From an optimization exercise on the open Yosys and OpenROAD flow, aimed at small area; shortcuts taken in it are not production practice. In this exercise RTL edits were held to simulation tests only and were not proved equivalent to the original. Power is estimated from default activity; no workload was simulated.

==> garnet: inputs <==
==> flow/design.v <==
`default_nettype none
module debounce (
    input  logic clock,
    input  logic reset,
    input  logic btn,
    output logic press
);
  logic s1, s2;
  always_ff @(posedge clock) begin
    s1 <= btn;
    s2 <= s1;
  end
  localparam logic [7:0] Z = 8'hf7;
  logic [7:0] y, x, xn;
  assign x = y ^ Z;
  assign press = (x == 8'h7f);
  assign xn = {x[6:0], ~(x[7] ^ x[5] ^ x[4] ^ x[3]) | press};
  always_ff @(posedge clock or posedge reset) begin
    if (reset) y <= 8'h00;
    else if (s2) y <= xn ^ Z;
    else y <= 8'h00;
  end
endmodule
module ChipInterface (
    input  logic clock,
    input  logic reset,
    input  logic [4:0] btn,
    output logic [5:0] led
);
  logic confirm, clear, asel_p, e0, e1;
  debounce d0 (.clock(clock), .reset(reset), .btn(btn[0]), .press(confirm));
  debounce d1 (.clock(clock), .reset(reset), .btn(btn[1]), .press(clear));
  debounce d2 (.clock(clock), .reset(reset), .btn(btn[2]), .press(asel_p));
  debounce d3 (.clock(clock), .reset(reset), .btn(btn[3]), .press(e0));
  debounce d4 (.clock(clock), .reset(reset), .btn(btn[4]), .press(e1));
  typedef enum logic [2:0] {IDLE = 3'b000, TIMEOUT = 3'b001, INPUT = 3'b010, VERIFY = 3'b011,
                            PASS = 3'b100, FAIL = 3'b101, LOCK = 3'b110, ALGO = 3'b111} state_t;
  state_t st, st_n;
  logic [14:0] p, p_n;
  logic [5:0] s, s_n;
  logic p_end, p_zero, clr;
  assign p_end = (p == 15'h77b9);
  assign p_zero = (p == 15'h0000);
  logic chg, chg_n;
  logic [1:0] wr, wr_n;
  logic [2:0] alg, alg_n;
  logic [5:0] otp;
  logic [11:0] ref_pw;
  logic [5:0] o;
  assign o = otp;
  always_comb begin
    case (alg)
      3'd0: begin
        ref_pw[0] = 1'b1;
        ref_pw[1] = (o[0]);
        ref_pw[2] = (o[1]);
        ref_pw[3] = (o[2]);
        ref_pw[4] = (o[3]);
        ref_pw[5] = (o[4]);
        ref_pw[6] = (o[5]);
        ref_pw[7] = 1'b0;
        ref_pw[8] = 1'b0;
        ref_pw[9] = 1'b0;
        ref_pw[10] = 1'b0;
        ref_pw[11] = 1'b0;
      end
      3'd1: begin
        ref_pw[0] = 1'b1;
        ref_pw[1] = 1'b1;
        ref_pw[2] = (o[0]);
        ref_pw[3] = (o[1]);
        ref_pw[4] = (o[2]);
        ref_pw[5] = (~o[3]);
        ref_pw[6] = (o[4]);
        ref_pw[7] = (~o[5]);
        ref_pw[8] = 1'b0;
        ref_pw[9] = 1'b0;
        ref_pw[10] = 1'b0;
        ref_pw[11] = 1'b0;
      end
      3'd2: begin
        ref_pw[0] = (o[0] & ~o[1]) | (~o[0] & o[1]);
        ref_pw[1] = (o[0] & ~o[2]) | (o[1] & ~o[2]) | (~o[0] & ~o[4] & o[5]);
        ref_pw[2] = (o[0] & o[3]) | (~o[0] & ~o[3]) | (~o[1] & ~o[5]);
        ref_pw[3] = (~o[3]) | (o[2] & o[5]) | (o[1] & o[4]);
        ref_pw[4] = (~o[4]) | (o[2] & o[5]) | (~o[0] & ~o[2]);
        ref_pw[5] = (~o[3] & o[5]) | (o[2] & o[3] & ~o[5]);
        ref_pw[6] = (o[3] & o[4]) | (o[4] & ~o[5]) | (o[1] & ~o[2] & ~o[3]);
        ref_pw[7] = (o[4] & o[5]) | (o[3] & o[5]);
        ref_pw[8] = 1'b0;
        ref_pw[9] = 1'b0;
        ref_pw[10] = 1'b0;
        ref_pw[11] = 1'b0;
      end
      3'd3: begin
        ref_pw[0] = (~o[0]);
        ref_pw[1] = (~o[1]);
        ref_pw[2] = (o[0] & o[2]) | (~o[0] & ~o[2]);
        ref_pw[3] = (o[0] & o[3]) | (o[1] & o[3]) | (o[0] & ~o[5]) | (~o[2] & ~o[3] & o[4]);
        ref_pw[4] = (~o[0] & o[1]) | (~o[3] & ~o[4]) | (o[0] & o[2] & o[5]) | (o[1] & o[4]);
        ref_pw[5] = (~o[0] & o[5]) | (o[1] & o[3] & ~o[4]) | (~o[1] & o[2] & o[4]) | (~o[0] & o[1] & o[3]);
        ref_pw[6] = (~o[3] & ~o[4]) | (o[0] & o[3] & o[4]) | (o[2] & ~o[3] & o[5]) | (o[1] & ~o[2] & o[4]);
        ref_pw[7] = (o[1] & o[2]) | (o[2] & ~o[3]) | (~o[1] & ~o[2] & o[3]) | (o[3] & o[4] & o[5]);
        ref_pw[8] = (~o[4]) | (~o[5]) | (~o[2] & ~o[3]);
        ref_pw[9] = 1'b1;
        ref_pw[10] = 1'b1;
        ref_pw[11] = 1'b1;
      end
      3'd4: begin
        ref_pw[0] = (o[0]);
        ref_pw[1] = 1'b0;
        ref_pw[2] = (~o[0] & o[1]);
        ref_pw[3] = (o[0] & o[3]) | (~o[2] & ~o[4]) | (~o[1] & o[2] & ~o[3]);
        ref_pw[4] = (o[0] & o[2] & ~o[3]) | (~o[2] & o[3] & o[5]) | (~o[0] & o[3] & o[5]);
        ref_pw[5] = (~o[3] & o[4]) | (o[0] & o[2] & ~o[4]) | (~o[0] & o[1] & o[4]) | (~o[2] & o[3] & ~o[4]);
        ref_pw[6] = (o[0] & ~o[1]) | (~o[0] & o[1] & o[2]) | (~o[3] & o[5]) | (~o[1] & ~o[2]);
        ref_pw[7] = (~o[1] & o[2] & o[5]) | (~o[0] & o[1] & ~o[5]) | (o[3] & o[4] & o[5]) | (~o[2] & ~o[3] & ~o[4]);
        ref_pw[8] = (o[3] & o[5]) | (~o[0] & ~o[3]) | (o[0] & o[3]) | (~o[2] & ~o[3] & o[4]);
        ref_pw[9] = (o[2] & o[5]) | (o[3] & o[4] & ~o[5]) | (~o[2] & o[3] & ~o[4]);
        ref_pw[10] = (o[3] & o[5]) | (~o[2] & ~o[4]);
        ref_pw[11] = (o[4] & o[5]);
      end
      3'd5: begin
        ref_pw[0] = (~o[0]);
        ref_pw[1] = (o[0] & o[1]) | (~o[0] & ~o[1]);
        ref_pw[2] = (o[0] & ~o[2]) | (o[1] & ~o[2]) | (~o[0] & ~o[4] & o[5]);
        ref_pw[3] = (o[0] & o[3]) | (~o[0] & ~o[3]) | (~o[1] & ~o[5]);
        ref_pw[4] = (~o[3]) | (o[2] & o[5]) | (o[1] & o[4]);
        ref_pw[5] = (~o[4]) | (o[2] & o[5]) | (~o[0] & ~o[2]);
        ref_pw[6] = (o[3] & o[5]) | (~o[0] & o[4] & ~o[5]) | (~o[3] & ~o[5]);
        ref_pw[7] = (o[2] & o[5]) | (o[3] & ~o[4]) | (~o[1] & o[5]) | (~o[4] & ~o[5]);
        ref_pw[8] = (~o[5]) | (~o[3] & ~o[4]);
        ref_pw[9] = 1'b1;
        ref_pw[10] = 1'b0;
        ref_pw[11] = 1'b0;
      end
      3'd6: begin
        ref_pw[0] = (o[3]);
        ref_pw[1] = (~o[4]);
        ref_pw[2] = (o[4] & ~o[5]) | (~o[4] & o[5]);
        ref_pw[3] = (~o[0] & ~o[5]) | (o[0] & o[4] & o[5]) | (~o[0] & ~o[1]);
        ref_pw[4] = (o[0] & o[1]) | (~o[0] & ~o[1]) | (~o[0] & o[5]);
        ref_pw[5] = (o[0] & ~o[2]) | (o[1] & ~o[2]) | (~o[0] & ~o[4] & o[5]);
        ref_pw[6] = (~o[2]) | (~o[0] & ~o[1]);
        ref_pw[7] = (o[2] & o[4]) | (o[2] & ~o[5]) | (o[0] & o[2]);
        ref_pw[8] = 1'b1;
        ref_pw[9] = 1'b0;
        ref_pw[10] = 1'b1;
        ref_pw[11] = 1'b0;
      end
      3'd7: begin
        ref_pw[0] = (o[0]);
        ref_pw[1] = (o[1]);
        ref_pw[2] = (o[2]);
        ref_pw[3] = (o[0] & ~o[3]) | (~o[0] & o[3]);
        ref_pw[4] = (o[0] & ~o[3]) | (~o[1] & ~o[2]) | (~o[4] & ~o[5]) | (o[0] & o[2] & o[5]) | (o[3] & o[4] & o[5]);
        ref_pw[5] = (~o[3] & ~o[4]) | (~o[0] & o[1] & o[3]) | (~o[2] & ~o[3]) | (~o[0] & o[1] & o[5]);
        ref_pw[6] = (~o[0] & ~o[5]) | (o[2] & ~o[3] & o[4]);
        ref_pw[7] = (o[2] & o[5]) | (~o[0] & o[4]) | (~o[1] & ~o[2]) | (~o[2] & o[3] & ~o[4]);
        ref_pw[8] = (o[0] & ~o[1]) | (~o[4] & o[5]) | (o[2] & o[5]);
        ref_pw[9] = (o[3] & o[4] & o[5]);
        ref_pw[10] = 1'b0;
        ref_pw[11] = 1'b0;
      end
    endcase
  end
  logic end6, endl, tmo, any_entry;
  assign end6 = s[2] & s[1] & p_zero;            
  assign tmo = s[5] & s[4] & s[3] & s[1] & s[0] & p_end;   
  always_comb begin
    case (wr)
      2'd1: endl = (s[3:0] == 4'hF) & p_zero;     
      2'd2: endl = (s[4:1] == 4'hF) & p_zero;     
      default: endl = (s[5:2] == 4'hF) & p_zero;  
    endcase
  end
  assign any_entry = asel_p | e0 | e1;
  always_comb begin
    st_n = st;
    chg_n = 1'b0;
    clr = 1'b0;
    wr_n = wr;
    alg_n = alg;
    case (st)
      IDLE: begin
        if (tmo) begin st_n = TIMEOUT; chg_n = 1'b1; clr = 1'b1; end
        else if (any_entry) begin st_n = INPUT; clr = 1'b1; end
      end
      TIMEOUT: st_n = IDLE;
      INPUT: begin
        clr = 1'b1;
        if (confirm) st_n = VERIFY;
      end
      VERIFY: begin
        clr = 1'b1;
        if (p[11:0] == ref_pw) st_n = PASS;
        else begin st_n = FAIL; wr_n = wr + 2'd1; end
      end
      PASS: if (end6) begin
        clr = 1'b1;
        if (s[5]) st_n = ALGO;
        else begin st_n = IDLE; chg_n = 1'b1; end
      end
      ALGO: begin
        clr = 1'b1;
        if (confirm) begin st_n = IDLE; chg_n = 1'b1; end
        else if (clear) alg_n = 3'd0;
        else if (e0) alg_n = {alg[1:0], 1'b0};
        else if (e1) alg_n = {alg[1:0], 1'b1};
      end
      FAIL: if (end6) begin st_n = LOCK; chg_n = 1'b1; clr = 1'b1; end
      LOCK: if (endl) begin st_n = IDLE; chg_n = 1'b1; clr = 1'b1; end
    endcase
  end
  always_comb begin
    if (st == IDLE && !tmo && any_entry) s_n = {asel_p, 5'd0};
    else if (st == INPUT || st == VERIFY) s_n = {s[5], 5'd0};
    else if (clr) s_n = 6'd0;
    else if (p_end) s_n = s + 6'd1;
    else s_n = s;
    if (st == INPUT) begin
      if (confirm) p_n = p;
      else if (clear) p_n = 15'h0000;
      else if (e0) p_n = {p[13:0], 1'b0};
      else if (e1) p_n = {p[13:0], 1'b1};
      else p_n = p;
    end else if (st == IDLE && !tmo && any_entry) begin
      p_n = {14'b0, ~asel_p & ~e0};
    end else if (clr | p_end) begin
      p_n = 15'h0000;
    end else begin
      p_n = {p[13:0], ~(p[14] ^ p[13])};
    end
  end
  always_ff @(posedge clock or posedge reset) begin
    if (reset) begin
      st <= IDLE;
      chg <= 1'b0;
      wr <= 2'd0;
      alg <= 3'd0;
      p <= 15'h0000;
      s <= 6'd0;
      otp <= 6'b101101;
    end else begin
      st <= st_n;
      chg <= chg_n;
      wr <= wr_n;
      alg <= alg_n;
      p <= p_n;
      s <= s_n;
      if (chg) otp <= {otp[4:0], otp[5] ^ otp[3]};
    end
  end
  always_ff @(posedge clock or posedge reset) begin
    if (reset) led <= 6'b0;
    else case (st)
      PASS: led <= 6'b111111;
      ALGO: led <= {3'b0, alg};
      FAIL: led <= s[0] ? 6'b000000 : 6'b111111;
      LOCK: led <= 6'b101010;
      default: led <= otp;
    endcase
  end
endmodule
`default_nettype none
module my_chip (
    input  logic [11:0] io_in,
    output logic [11:0] io_out,
    input  logic clock,
    input  logic reset
);
  logic [5:0] led;
  ChipInterface chipInterface_inst (
      .clock(clock),
      .reset(reset),
      .btn(io_in[4:0]),
      .led(led)
  );
  assign io_out = {6'b0, led};
endmodule
==> flow/flow/run.sh <==
#!/bin/bash
# Layout flow: the standard ORFS flow (standard.sh) with three changes:
#  - synthesis maps logic with an area-oriented ABC script (flow/abc.script) in
#    place of ORFS's abc_speed.script; everything else in ORFS's scripts is unchanged
#  - clock tree synthesis without dummy load cells, using clkbuf_8 buffers
#  - port buffers are inserted as buf_1
set -euo pipefail
rm -rf scripts_mod
cp -r "$FLOW_HOME/scripts" scripts_mod
cp flow/abc.script scripts_mod/abc_speed.script
export SCRIPTS_DIR="$PWD/scripts_mod"
export CTS_ARGS="-sink_clustering_enable -repair_clock_nets -dont_use_dummy_load -buf_list sky130_fd_sc_hd__clkbuf_8 -sink_clustering_size 30 -sink_clustering_max_diameter 100"
export BUFFER_PORTS_ARGS="-buffer_cell sky130_fd_sc_hd__buf_1"
bash standard.sh > standard.log 2>&1
==> flow/flow/abc.script <==
strash
dc2
balance; rewrite; refactor; balance; rewrite; rewrite -z; balance; refactor -z; rewrite -z; balance
dc2
balance; rewrite; refactor; balance; rewrite; rewrite -z; balance; refactor -z; rewrite -z; balance
&get -n
&dch -f
&nf -R 1000 -p -E 50
&put
topo
==> flow/standard.sh <==
#!/bin/bash
# synth_recipe.tcl (not shown) runs the flow's synth.tcl, then flattens the netlist and writes it again
# the make line also repeats each setting of config.mk as NAME=value (left out here)
make -C /OpenROAD-flow-scripts/flow DESIGN_CONFIG=/design/flow/config.mk WORK_HOME=/design/flow/orfs CLKGATE_MAP_FILE= SYNTH_SCRIPT=/design/flow/synth_recipe.tcl "${@:-finish}"
==> flow/config.mk <==
export PLATFORM = sky130hd
export DESIGN_NAME = my_chip
export DESIGN_NICKNAME = my_chip
export VERILOG_FILES = /design/flow/design.v
export SDC_FILE = /design/flow/constraint.sdc
export NUM_CORES = 4
export LEC_CHECK = 0
export CAP_MARGIN = 20
export CORE_MARGIN = 2
export CORE_UTILIZATION = 40
export SLEW_MARGIN = 20
==> flow/constraint.sdc <==
create_clock -name core_clock -period 10.0 [get_ports {clock}]
set_input_delay 2.0000 -clock core_clock [delete_from_list [all_inputs] [get_ports {clock}]]
set_output_delay 2.0000 -clock core_clock [all_outputs]
set_load 0.01 [all_outputs]
==> fjord: changes against garnet <==
--- a/flow/design.v
+++ b/flow/design.v
@@ -11,9 +11,9 @@
     s2 <= s1;
   end
-  localparam logic [7:0] Z = 8'hf7;
+  localparam logic [7:0] Z = 8'hf0;
   logic [7:0] y, x, xn;
   assign x = y ^ Z;
   assign press = (x == 8'h7f);
-  assign xn = {x[6:0], ~(x[7] ^ x[5] ^ x[4] ^ x[3]) | press};
+  assign xn = {x[6:0], ~(x[7] ^ (x[0] & x[4])) | press};
   always_ff @(posedge clock or posedge reset) begin
     if (reset) y <= 8'h00;
--- a/flow/flow/run.sh
+++ b/flow/flow/run.sh
@@ -3,4 +3,5 @@
 #  - synthesis maps logic with an area-oriented ABC script (flow/abc.script) in
 #    place of ORFS's abc_speed.script; everything else in ORFS's scripts is unchanged
+#  - no half/full adder extraction before ABC (ADDER_MAP_FILE empty)
 #  - clock tree synthesis without dummy load cells, using clkbuf_8 buffers
 #  - port buffers are inserted as buf_1
@@ -10,4 +11,5 @@
 cp flow/abc.script scripts_mod/abc_speed.script
 export SCRIPTS_DIR="$PWD/scripts_mod"
+export ADDER_MAP_FILE=
 export CTS_ARGS="-sink_clustering_enable -repair_clock_nets -dont_use_dummy_load -buf_list sky130_fd_sc_hd__clkbuf_8 -sink_clustering_size 30 -sink_clustering_max_diameter 100"
 export BUFFER_PORTS_ARGS="-buffer_cell sky130_fd_sc_hd__buf_1"
--- a/flow/flow/abc.script
+++ b/flow/flow/abc.script
@@ -6,5 +6,5 @@
 &get -n
 &dch -f
-&nf -R 1000 -p -E 50
+&nf -R 1000 -p
 &put
 topo
==> tundra: changes against garnet <==
--- a/flow/design.v
+++ b/flow/design.v
@@ -2,5 +2,5 @@
 module debounce (
     input  logic clock,
-    input  logic reset,
+    input  logic rst_pending,   
     input  logic btn,
     output logic press
@@ -11,13 +11,17 @@
     s2 <= s1;
   end
-  localparam logic [7:0] Z = 8'hf7;
+  localparam logic [7:0] Z = 8'hf0;
+  localparam logic [7:0] C = 8'haa;
+  localparam logic [7:0] SZ = 8'he0;   
   logic [7:0] y, x, xn;
-  assign x = y ^ Z;
-  assign press = (x == 8'h7f);
-  assign xn = {x[6:0], ~(x[7] ^ x[5] ^ x[4] ^ x[3]) | press};
-  always_ff @(posedge clock or posedge reset) begin
-    if (reset) y <= 8'h00;
-    else if (s2) y <= xn ^ Z;
-    else y <= 8'h00;
+  logic fresh;
+  assign x = y ^ C;
+  assign fresh = (x == 8'h7f);
+  assign press = fresh & ~rst_pending;
+  assign xn = {x[6:0], ~(x[7] ^ (x[0] & x[4])) | fresh};
+  always_ff @(posedge clock) begin
+    if (s2 & ~rst_pending) y <= xn ^ C;
+    else if (s2) y <= SZ ^ C;
+    else y <= Z ^ C;
   end
 endmodule
@@ -28,10 +32,15 @@
     output logic [5:0] led
 );
+  logic rst_pending;
+  always_ff @(posedge clock or posedge reset) begin
+    if (reset) rst_pending <= 1'b1;
+    else rst_pending <= 1'b0;
+  end
   logic confirm, clear, asel_p, e0, e1;
-  debounce d0 (.clock(clock), .reset(reset), .btn(btn[0]), .press(confirm));
-  debounce d1 (.clock(clock), .reset(reset), .btn(btn[1]), .press(clear));
-  debounce d2 (.clock(clock), .reset(reset), .btn(btn[2]), .press(asel_p));
-  debounce d3 (.clock(clock), .reset(reset), .btn(btn[3]), .press(e0));
-  debounce d4 (.clock(clock), .reset(reset), .btn(btn[4]), .press(e1));
+  debounce d0 (.clock(clock), .rst_pending(rst_pending), .btn(btn[0]), .press(confirm));
+  debounce d1 (.clock(clock), .rst_pending(rst_pending), .btn(btn[1]), .press(clear));
+  debounce d2 (.clock(clock), .rst_pending(rst_pending), .btn(btn[2]), .press(asel_p));
+  debounce d3 (.clock(clock), .rst_pending(rst_pending), .btn(btn[3]), .press(e0));
+  debounce d4 (.clock(clock), .rst_pending(rst_pending), .btn(btn[4]), .press(e1));
   typedef enum logic [2:0] {IDLE = 3'b000, TIMEOUT = 3'b001, INPUT = 3'b010, VERIFY = 3'b011,
                             PASS = 3'b100, FAIL = 3'b101, LOCK = 3'b110, ALGO = 3'b111} state_t;
@@ -40,4 +49,8 @@
   logic [5:0] s, s_n;
   logic p_end, p_zero, clr;
+  always_ff @(posedge clock) begin
+    p <= p_n;
+    s <= s_n;
+  end
   assign p_end = (p == 15'h77b9);
   assign p_zero = (p == 15'h0000);
@@ -167,5 +180,5 @@
   logic end6, endl, tmo, any_entry;
   assign end6 = s[2] & s[1] & p_zero;            
-  assign tmo = s[5] & s[4] & s[3] & s[1] & s[0] & p_end;   
+  assign tmo = ~rst_pending & s[5] & s[4] & s[3] & s[1] & s[0] & p_end;   
   always_comb begin
     case (wr)
@@ -214,10 +227,13 @@
   end
   always_comb begin
-    if (st == IDLE && !tmo && any_entry) s_n = {asel_p, 5'd0};
+    if (rst_pending) s_n = 6'd0;
+    else if (st == IDLE && !tmo && any_entry) s_n = {asel_p, 5'd0};
     else if (st == INPUT || st == VERIFY) s_n = {s[5], 5'd0};
     else if (clr) s_n = 6'd0;
     else if (p_end) s_n = s + 6'd1;
     else s_n = s;
-    if (st == INPUT) begin
+    if (rst_pending) begin
+      p_n = 15'h0001;   
+    end else if (st == INPUT) begin
       if (confirm) p_n = p;
       else if (clear) p_n = 15'h0000;
@@ -239,6 +255,4 @@
       wr <= 2'd0;
       alg <= 3'd0;
-      p <= 15'h0000;
-      s <= 6'd0;
       otp <= 6'b101101;
     end else begin
@@ -247,6 +261,4 @@
       wr <= wr_n;
       alg <= alg_n;
-      p <= p_n;
-      s <= s_n;
       if (chg) otp <= {otp[4:0], otp[5] ^ otp[3]};
     end
==> flow/flow/run.sh (replaced) <==
#!/bin/bash
# Layout flow: the standard ORFS flow (standard.sh) with these changes:
#  - synthesis maps logic with an area-oriented ABC script (flow/abc.script,
#    which includes a time-limited &deepsyn) in place of ORFS's abc_speed.script;
#    everything else in ORFS's scripts is unchanged
#  - no half/full adder extraction before ABC (ADDER_MAP_FILE empty)
#  - clock tree synthesis without dummy load cells, using clkbuf_8 buffers
#  - port buffers are inserted as buf_1
# Each tool's output is in standard.log and in ORFS's logs under orfs/logs.
set -euo pipefail
rm -rf scripts_mod
cp -r "$FLOW_HOME/scripts" scripts_mod
cp flow/abc.script scripts_mod/abc_speed.script
export SCRIPTS_DIR="$PWD/scripts_mod"
export ADDER_MAP_FILE=
export CTS_ARGS="-sink_clustering_enable -repair_clock_nets -dont_use_dummy_load -buf_list sky130_fd_sc_hd__clkbuf_8 -sink_clustering_size 30 -sink_clustering_max_diameter 100"
export BUFFER_PORTS_ARGS="-buffer_cell sky130_fd_sc_hd__buf_1"
bash standard.sh > standard.log 2>&1
==> flow/flow/abc.script (replaced) <==
strash
dc2
balance; rewrite; refactor; balance; rewrite; rewrite -z; balance; refactor -z; rewrite -z; balance
&get -n
&deepsyn -T 200
&dch -f
&nf -R 1000 -p
&put
topo
Settings changed: CORE_UTILIZATION 40 to 70, PLACE_DENSITY set to 0.8.
==> indigo: changes against garnet <==
--- a/flow/design.v
+++ b/flow/design.v
@@ -42,4 +42,5 @@
   assign p_end = (p == 15'h77b9);
   assign p_zero = (p == 15'h0000);
+  logic asel, asel_n;           
   logic chg, chg_n;
   logic [1:0] wr, wr_n;
@@ -199,5 +200,5 @@
       PASS: if (end6) begin
         clr = 1'b1;
-        if (s[5]) st_n = ALGO;
+        if (asel) st_n = ALGO;
         else begin st_n = IDLE; chg_n = 1'b1; end
       end
@@ -214,9 +215,7 @@
   end
   always_comb begin
-    if (st == IDLE && !tmo && any_entry) s_n = {asel_p, 5'd0};
-    else if (st == INPUT || st == VERIFY) s_n = {s[5], 5'd0};
-    else if (clr) s_n = 6'd0;
+    s_n = s;
+    if (clr) s_n = 6'd0;
     else if (p_end) s_n = s + 6'd1;
-    else s_n = s;
     if (st == INPUT) begin
       if (confirm) p_n = p;
@@ -233,4 +232,6 @@
     end
   end
+  assign asel_n = (st == IDLE) ? asel_p : asel;
+  always_ff @(posedge clock) asel <= asel_n;
   always_ff @(posedge clock or posedge reset) begin
     if (reset) begin
==> flow/flow/abc.script (replaced) <==
strash
dc2
balance; rewrite; refactor; balance; rewrite; rewrite -z; balance; refactor -z; rewrite -z; balance
&get -n
&deepsyn -T 60
&put
dch -f
map -a
topo
==> summary of the runs <==
Final area: indigo > garnet > fjord > tundra. Register-to-register slack: indigo < tundra < garnet < fjord. The lowest clock skew belongs to fjord, the highest to garnet. Of indigo and tundra, tundra has the higher sequential power (gap 4.4%, measured against tundra).

-- static timing again, ports no longer ideal --
Ports are ideal in the flow. The routed layouts listed here were re-timed in OpenROAD. Step 1: set_driving_cell puts a clkbuf_16 on clock and a buf_2 on each other input, an assumption about the parent block. Step 2 adds t to the input delays and takes it off the output delays; t is the mean of the earliest and latest rising clock arrival at the registers after step 1. Input paths then give back, and output paths get back, about the clock's delay inside the block. Slacks: no drivers / after step 1 / after step 2; pairs: no drivers / after step 1.
| run | shift t [ns] | setup slack, ns | hold slack, ns | worst slew at a driven data input, ns | pins driven straight from the clock port |
|---|---|---|---|---|---|
| garnet | 0.377 | 6.267 / 6.267 / 6.267 | 0.313 / 0.313 / 0.313 | 0.03 | 1 |
| fjord | 0.367 | 6.416 / 6.416 / 6.416 | 0.331 / 0.331 / 0.331 | 0.03 | 1 |
| tundra | 0.364 | 6.079 / 6.079 / 6.079 | 0.335 / 0.335 / 0.335 | 0.03 | 1 |
| indigo | 0.377 | 5.985 / 5.985 / 5.985 | 0.331 / 0.331 / 0.331 | 0.03 | 1 |
After both steps every run listed still meets setup and hold.
